What follows belongs to an exercise in optimizing a design on an open flow for small area, a short achievable clock period and few clock cycles per item; a production flow would make more cautious choices.
In this exercise RTL edits were held to simulation tests only and were not proved equivalent to the original.

===== flow/config.mk =====
export PLATFORM = sky130hd
export DESIGN_NAME = pow_5_seq
export DESIGN_NICKNAME = pow_5_seq
export VERILOG_FILES = /design/flow/design.v
export SDC_FILE = /design/flow/constraint.sdc
export NUM_CORES = 4
export LEC_CHECK = 0
export CAP_MARGIN = 20
export CORE_MARGIN = 2
export CORE_UTILIZATION = 40
export SLEW_MARGIN = 20

===== flow/constraint.sdc =====
create_clock -name core_clock -period 5.8 [get_ports {clock}]
set_input_delay 1.1600 -clock core_clock [delete_from_list [all_inputs] [get_ports {clock}]]
set_output_delay 1.1600 -clock core_clock [all_outputs]
set_load 0.01 [all_outputs]

===== flow/design.v =====
module pow_5_seq
(
    input         clock,
    input         reset_n,
    input         run,
    input  [17:0] n,
    output        ready,
    output [17:0] n_pow_5
);
    reg [4:0] shift;
    always @(posedge clock or negedge reset_n)
        if (! reset_n)
            shift <= 0;
        else if (run)
            shift <= 5'b10000;
        else
            shift <= shift >> 1;
    assign ready = shift [0];
    reg [17:0] r_n, mul;
    always @(posedge clock)
        if (run)
        begin
            r_n <= n;
            mul <= n;
        end
        else
        begin
            mul <= mul * r_n;
        end
    assign n_pow_5 = mul;
endmodule

===== flow/run.sh =====
#!/bin/bash
# synth_recipe.tcl (not shown) runs the flow's synth.tcl, then flattens the netlist and writes it again
# the make line also repeats each setting of config.mk as NAME=value (left out here)
make -C /OpenROAD-flow-scripts/flow DESIGN_CONFIG=/design/flow/config.mk WORK_HOME=/design/flow/orfs CLKGATE_MAP_FILE= SYNTH_SCRIPT=/design/flow/synth_recipe.tcl finish

==> results.txt <==
## path summary, 6_finish.rpt
check	startpoint	to	slack [ns]	cells past startpoint
max	r_n[2]$_DFFE_PP_	mul[15]$_DFF_P_	0.27	18
min	shift[3]$_DFF_PN0_	shift[2]$_DFF_PN0_	0.47	1
max reg2reg	r_n[2]$_DFFE_PP_	mul[15]$_DFF_P_	0.27	18
min reg2reg	shift[3]$_DFF_PN0_	shift[2]$_DFF_PN0_	0.47	1
max in group asynchronous	reset_n	shift[4]$_DFF_PN0_	4.53	1
min in group asynchronous	reset_n	shift[2]$_DFF_PN0_	1.09	1
## cell type report
| class | instances | area, µm² |
|---|---|---|
| clock buffers | 6 | 129 |
| flip-flops and latches | 41 | 1030 |
| well taps | 216 | 270 |
| repair buffers | 55 | 505 |
| inverters | 167 | 627 |
| multi-input cells | 445 | 4620 |
| clock inverters | 2 | 38.8 |
| fillers | 1480 | 8500 |
## kinds of logic after synthesis
| kind of cell | after synthesis | synth area share |
|---|---|---|
| xor gates and xnor gates | 39 | 0.0592 |
| adders and majority gates | 162 | 0.447 |
| buffers and inverters | 188 | 0.114 |
| AOI/OAI and AO/OA | 34 | 0.0348 |
| DFF | 41 | 0.161 |
| and+or+nand+nor | 204 | 0.174 |
| muxes | 6 | 0.0104 |
## per-layer routing
metal | up-vias | wire length [µm]
li1 | 2056 | -
met5 | - | 0
met1 | 2275 | 6900
met3 | 25 | 1200
met2 | 140 | 7580
met4 | 0 | 329
## synth_stat cells, types with 2 or more instances
library cell / count / area [µm²]
sky130_fd_sc_hd__nor2_1: 5 / 18.8
sky130_fd_sc_hd__nor2b_1: 6 / 37.5
sky130_fd_sc_hd__dfxtp_1: 18 / 360
sky130_fd_sc_hd__a21o_1: 2 / 15.0
sky130_fd_sc_hd__o211ai_1: 2 / 15.0
sky130_fd_sc_hd__fa_1: 109 / 2180
sky130_fd_sc_hd__mux2_2: 5 / 56.3
sky130_fd_sc_hd__a21oi_1: 6 / 30.0
sky130_fd_sc_hd__nand2_2: 2 / 12.5
sky130_fd_sc_hd__o21ai_1: 3 / 15.0
sky130_fd_sc_hd__inv_1: 167 / 627
sky130_fd_sc_hd__o21ai_0: 11 / 55.1
sky130_fd_sc_hd__xor2_1: 9 / 78.8
sky130_fd_sc_hd__edfxtp_1: 18 / 541
sky130_fd_sc_hd__and2_2: 8 / 60.1
sky130_fd_sc_hd__o31ai_1: 2 / 15.0
sky130_fd_sc_hd__xnor3_1: 2 / 45.0
sky130_fd_sc_hd__nand2_1: 68 / 255
sky130_fd_sc_hd__buf_6: 2 / 22.5
sky130_fd_sc_hd__and2_1: 105 / 657
sky130_fd_sc_hd__o21a_1: 2 / 15.0
sky130_fd_sc_hd__nand2b_1: 3 / 18.8
sky130_fd_sc_hd__ha_1: 53 / 663
sky130_fd_sc_hd__dfrtp_1: 5 / 125
sky130_fd_sc_hd__xnor2_1: 27 / 236
sky130_fd_sc_hd__nor3b_1: 3 / 22.5
sky130_fd_sc_hd__clkbuf_1: 18 / 67.6
## sequential cells by signal, indices dropped and copies added, names as in the netlist
register	count
shift	5
mul	18
r_n	18
## per-stage QoR
| stage | util | instance area [µm²] | hold WS (ns) |
|---|---|---|---|
| after global routing | 0.459 | 7220 | 0.481 |
| after global placement | 0.446 | 7010 | 0.447 |
| after floorplan | - | 6370 | 0.439 |
| final | 0.459 | 7220 | 0.466 |
| after detailed placement | 0.446 | 7010 | 0.458 |
| after CTS | 0.457 | 7170 | 0.471 |
## worst register-to-register path, cell delays in order, from the launching register on
cell and delay, ns:
sky130_fd_sc_hd__edfxtp_1 0.70, sky130_fd_sc_hd__and2_2 0.35, sky130_fd_sc_hd__fa_1 0.48, sky130_fd_sc_hd__inv_1 0.05
sky130_fd_sc_hd__fa_1 0.50, sky130_fd_sc_hd__inv_1 0.06, sky130_fd_sc_hd__fa_1 0.50, sky130_fd_sc_hd__inv_1 0.06
sky130_fd_sc_hd__fa_1 0.49, sky130_fd_sc_hd__fa_1 0.51, sky130_fd_sc_hd__inv_1 0.05, sky130_fd_sc_hd__ha_1 0.32
sky130_fd_sc_hd__a21o_1 0.20, sky130_fd_sc_hd__nor3_1 0.39, sky130_fd_sc_hd__a211oi_2 0.20, sky130_fd_sc_hd__o21ai_1 0.16
sky130_fd_sc_hd__nand2b_1 0.08, sky130_fd_sc_hd__xnor2_1 0.19, sky130_fd_sc_hd__o21ai_1 0.08
## repair_timing
action,4_1_cts,5_1_grt
buffers inserted,0,5
gates resized for setup,0,1
setup endpoints to repair,0,2
==> metrics list <==
- Flop and latch count out of synthesis: 41
* Final Hold Fails: 0
* Antenna-violating nets left: 0
- Met2 demand-to-capacity share in global routing: 0.333
- Max_cap viols: 0
* Number of DRC markers after the initial detailed-route iteration: 257
- Ant. Diodes: 0
- Boundary pin count: 40
- Nets: 898
- Router iterations before antenna repair: 4
- Vias in the first global route: 4,993
- Required time of the critical path: 5.93 ns
- Subtracting the final worst setup slack from the clock period gives 5.53 ns.
- Height of the die: 130 µm
- For this run, global-route usage on met1 was measured as 0.296.
- Among cell families on the critical path, the largest total delay comes from adder cells.
- Detailed placement ended at an HPWL of 12,800 µm.
- Post-CTS Hold Fix Bufs: 0
- After floorplanning, the core was divided into 46 placement rows.
- Synthesis produced a netlist with a net count of 857.
* CTS tree: built
- In this run the number of H-tree levels came out at 2.
- Clock-pin slew on the worst setup and hold paths: 0.06 ns
* Clock buffers created by TritonCTS: 5
- IO buf count: 39
* Post-route fraction of the period consumed by the critical path: 0.953
* Warnings from Yosys: 1
- Die outline width: 130 µm
- For this run, design rule violations remaining after detail routing come to 0.
* CP dominant cell by count: sky130_fd_sc_hd__fa_1
- Top achievable clock speed: 181 MHz
* Busiest layer in global routing: met2
* Sequential cell area fraction in the yosys report: 0.161
- Slack of the critical path: 0.271 ns
- At the end of routability-driven placement, the weighted congestion stood at 0.864.
- Kind of critical path: reg -> reg
* Category of the worst setup path capture point: flop
* GRT Util Overall: 0.207
* Via count: 4,496
* Worst clock skew: 0.00489 ns
* Finished Layout Cells: 932
- Before CTS, the worst setup slack after placement is 0.184 ns.
* Standard cell with the maximum stage delay on the critical path: sky130_fd_sc_hd__edfxtp_1
- For met3 alone, demand over resource in global routing was 0.0242.
- CP cell instances: and2_2 > fa_1 > inv_1 > fa_1 > inv_1 > fa_1 > inv_1 > fa_1 > fa_1 > inv_1 > ha_1 > a21o_1 > nor3_1 > a211oi_2 > o21ai_1 > nand2b_1 > xnor2_1 > o21ai_1
* Top fanout value on the critical path: 15
* Most common cell after layout, fill and taps aside: sky130_fd_sc_hd__inv_1
* Largest net degree at the start of global routing: 57
- Count of final setup violators: 0
- In the layout the commonest cells are sky130_fd_sc_hd__inv_1 (167), sky130_fd_sc_hd__fa_1 (109), sky130_fd_sc_hd__and2_1 (105).
- The number of placed instances, taps included, is 919.
- Area of the core: 15,700 µm²
- For this design, the sink count on the clock tree is 41.
- After detailed routing, the average wire length per cell comes to 17.2 µm.
* Growth of design area from synthesis to finish: 13.4%
- Using the TritonRoute via totals, the vias-per-cell ratio works out to 4.82.
* First-pass GRT wire length: 26,600 µm
- After synthesis the cells add up to 6370 µm².
- On the worst path, the slowest cell contributes a delay of 0.70 ns.
* Routed Wire Length: 16,000 µm
- Worst setup SP type: flop
- The clock passes through at most 2 buffers.
- Initial Util: 0.405
* Number of instances in the synthesized netlist: 674
- CP arrival: 5.66 ns
- The number of buffers and inverters on the critical path is 4.
- EDFF count, synth: 18
- Setup repair after global routing left no endpoint under its margin.
- Worst skew pair latency: 0.28 ns
* Status: no timing/DRC/antenna violations
* Mean Syn Cell Area: 9.45 µm²
* Area of the die: 16,900 µm²
- For the pin with the worst max-slew slack, the measured transition is 1.03 ns.
- The path class of the tightest hold or removal check is reg -> reg.
* Fraction of registers with async set/reset: 0.122
- Layout cell share with drive strength beyond 1: 0.0587
- In the final timing run, aggregate negative setup slack is 0 ns.
- CTS Root Buffer Type: sky130_fd_sc_hd__clkbuf_16
* Remaining global-route overflow: 0
- For this run, the leading register cell type out of synthesis is sky130_fd_sc_hd__edfxtp_1.
- Number of antenna violations at the first check in global routing: 0
- Worst slew margin: 0.312
- Fin. max-slew vios: 0
* Number of different library cells in the post-synthesis netlist: 40
Testbench counts, summed over its fixed seeds: cycles 120,000, items 24,000.

re-timing with driven ports:
The results above use ideal ports. As a check the final layout listed here was re-extracted and re-timed, cells and wires unchanged. Step 1 (the two cells are an assumption about what drives the block):
set clk [get_ports {clock}]
set_driving_cell -lib_cell sky130_fd_sc_hd__clkbuf_16 $clk
set_driving_cell -lib_cell sky130_fd_sc_hd__buf_2 [delete_from_list [all_inputs] $clk]
Step 2 also shifts input and output timing later by t, the mid clock arrival at the registers, as if the neighbouring blocks saw the same clock. a / b / c = ideal ports / drivers / drivers and shift; a / b = the first two.
shift t [ns]: 0.310
setup WS [ns]: 0.271 / 0.271 / 0.271
worst setup path at the end: register to register
worst slew at a driven data input, ns: 0.04
After both steps this run still meets setup and hold. The setup slack of this run moves by 0.000 ns with the drivers and by 0.000 ns with both steps.
